Source: an optimization exercise on an open RTL-to-GDS flow (aim: small area). Production flows keep margins and buffers that such runs may drop. Only simulation tests tie the RTL to the original design; equivalence was not proved. Power and IR drop assume default switching activity.

== exp/quartz ==
## cfs_aligner
  module cfs_aligner#(
    parameter ALGN_DATA_WIDTH = 32,
    parameter FIFO_DEPTH      = 8,
    localparam int unsigned APB_ADDR_WIDTH    = 16,
    localparam int unsigned APB_DATA_WIDTH    = 32,
    localparam int unsigned ALGN_OFFSET_WIDTH = ALGN_DATA_WIDTH <= 8 ? 1 : $clog2(ALGN_DATA_WIDTH/8),
    localparam int unsigned ALGN_SIZE_WIDTH   = $clog2(ALGN_DATA_WIDTH/8)+1
  ) (
    input wire clk,
    input wire reset_n,
    input wire[APB_ADDR_WIDTH-1:0]    paddr,
    input wire                        pwrite,
    input wire                        psel,
    input wire                        penable,
    input wire[APB_DATA_WIDTH-1:0]    pwdata,
    output wire                        pready,
    output wire[APB_DATA_WIDTH-1:0]    prdata,
    output wire                        pslverr,
    input                             md_rx_valid,
    input[ALGN_DATA_WIDTH-1:0]        md_rx_data,
    input[ALGN_OFFSET_WIDTH-1:0]      md_rx_offset,
    input[ALGN_SIZE_WIDTH-1:0]        md_rx_size,
    output wire                        md_rx_ready,
    output wire                        md_rx_err,
    output wire                        md_tx_valid,
    output wire[ALGN_DATA_WIDTH-1:0]   md_tx_data,
    output wire[ALGN_OFFSET_WIDTH-1:0] md_tx_offset,
    output wire[ALGN_SIZE_WIDTH-1:0]   md_tx_size,
    input                             md_tx_ready,
    input                             md_tx_err,
    output wire                        irq
  );
    wire [2:0]  ctrl_code;
    wire        ctrl_clr;
    wire [7:0]  cnt_drop;
    wire [3:0]  rx_lvl, tx_lvl;
    wire        rx_push, rx_pop, push_valid;
  ...
clock: 10.0 ns
lec_check: 0
cap_margin: 20
core_margin: 2
core_utilization: 45
cts_buf_list: sky130_fd_sc_hd__clkbuf_16
cts_cluster_diameter: 60
cts_cluster_size: 30
slew_margin: 20
run.sh (not shown) runs the stock make flow with config.mk's settings and CLKGATE_MAP_FILE= SYNTH_SCRIPT=/design/flow/synth_recipe.tcl, a recipe that flattens the netlist after the stock synthesis.
The inputs of exp/sierra differ from those of exp/quartz as listed below.
Settings: a change of CTS_BUF_LIST from sky130_fd_sc_hd__clkbuf_16 to sky130_fd_sc_hd__clkbuf_8; a change of CTS_CLUSTER_DIAMETER from 60 to 50; a change of CTS_CLUSTER_SIZE from 30 to 16.
==> flow/flow/run.sh (new file) <==
#!/bin/bash
set -euo pipefail
bash standard.sh \
  "BUFFER_PORTS_ARGS=-buffer_cell sky130_fd_sc_hd__buf_1" \
  "CTS_ARGS=-sink_clustering_enable -repair_clock_nets -buf_list sky130_fd_sc_hd__clkbuf_8 -sink_clustering_size 16 -sink_clustering_max_diameter 50 -dont_use_dummy_load" \
  finish > standard.log 2>&1
==> flow/standard.sh (new file) <==
#!/bin/bash
# synth_recipe.tcl (not shown) runs the flow's synth.tcl, then flattens the netlist and writes it again
# the make line also repeats each setting of config.mk as NAME=value (left out here)
make -C /OpenROAD-flow-scripts/flow DESIGN_CONFIG=/design/flow/config.mk WORK_HOME=/design/flow/orfs CLKGATE_MAP_FILE= SYNTH_SCRIPT=/design/flow/synth_recipe.tcl "${@:-finish}"
removed: flow/run.sh
### Flow results
Both conditions hold for exp/sierra: the flow ran to the end and the final layout passed the timing, DRC and antenna checks.
Classification of the worst setup path: in2out -> exp/quartz, reg2reg -> exp/sierra
Looking at max-slew headroom at the worst pin across exp/sierra and exp/quartz, the one that comes out lower is exp/sierra.
Against exp/quartz, exp/sierra comes in 1 higher on count of H-tree levels built during CTS.
Weighted congestion at the end of routability-driven global placement down 0.68% in exp/sierra wrt exp/quartz
Taking exp/quartz as the reference point, the post-DP HPWL of exp/sierra falls by 0.71%.
Against exp/quartz, power in exp/sierra came out better.
exp/quartz has lower sequential cell area share than exp/sierra.
exp/quartz → exp/sierra: number of non-filler instances in the completed layout held, hold slack level.
Post-layout utilization of the core: exp/sierra vs exp/quartz down 2.3 points
--- input diff exp/sierra..exp/raven ---
==> flow/flow/run.sh <==
#!/bin/bash
set -euo pipefail
bash standard.sh \
  "BUFFER_PORTS_ARGS=-buffer_cell sky130_fd_sc_hd__buf_1" \
  "CTS_ARGS=-sink_clustering_enable -repair_clock_nets -buf_list sky130_fd_sc_hd__clkbuf_8 -sink_clustering_size 18 -sink_clustering_max_diameter 80 -dont_use_dummy_load" \
  finish > standard.log 2>&1
==> comparison <==
- The higher global-route wire length before repair came out of exp/sierra.
- exp/raven: maximum frequency from static timing analysis about 2% below exp/sierra
- Going from exp/sierra to exp/raven, sequential share of layout area grows by 0.85 points.
- exp/raven has final wirelength below what exp/sierra had.
- Summary of the comparison: worst-case setup margin in the final layout is lower in exp/raven, relative to exp/sierra.
For exp/harbor, these inputs were changed with respect to exp/raven:
==> flow/run.sh (new file) <==
#!/bin/bash
# synth_recipe.tcl (not shown) runs the flow's synth.tcl, then flattens the netlist and writes it again
# the make line also repeats each setting of config.mk as NAME=value (left out here)
make -C /OpenROAD-flow-scripts/flow DESIGN_CONFIG=/design/flow/config.mk WORK_HOME=/design/flow/orfs CLKGATE_MAP_FILE= SYNTH_SCRIPT=/design/flow/synth_recipe.tcl finish
removed: flow/flow/run.sh
removed: flow/standard.sh
Results
- exp/harbor: no failed stages, no open violations at the end
- The length in cells of the worst reg-to-reg path in exp/harbor sits 2 above the value recorded for exp/raven.
- Between exp/harbor and exp/raven, it is exp/harbor whose share of total power in combinational logic is lower, by 1.9 points.
- From exp/raven to exp/harbor the numbers moved as follows: switching power of the nets increased by 240 uW relative to the old numbers, aggregate global-route resource usage shows an increase of 0.33 points, data arrival at the endpoint of the critical path fell by 1900 ps.
- Comparing exp/raven and exp/harbor, the higher clock-buffer cell count was measured on exp/harbor.

separate check: timing with driven ports:
No port has a modelled driver above. Below, the same layouts with a new extraction and two added sets of constraints. Step 1 sets driving cells, clkbuf_16 on the clock port and buf_2 on the other inputs (assumed; they add their load-dependent delay and slew). Step 2 moves the port delays by t, midway between the first and last clock arrival at a register: inputs arrive t later, outputs are due t later. That takes back most of the time a late clock gives input paths. Three values: ideal, step 1, step 2; two values: the first two.
run | shift t [ns] | setup WS [ns] | pins driven straight from the clock port
exp/quartz | 0.662 | 3.916 / 3.893 / 3.893 | 1
exp/sierra | 0.695 | 4.537 / 4.537 / 4.537 | 1
exp/raven | 0.690 | 4.422 / 4.422 / 4.422 | 1
exp/harbor | 0.738 | 3.924 / 3.901 / 3.901 | 1
After both steps every run listed still meets setup and hold.
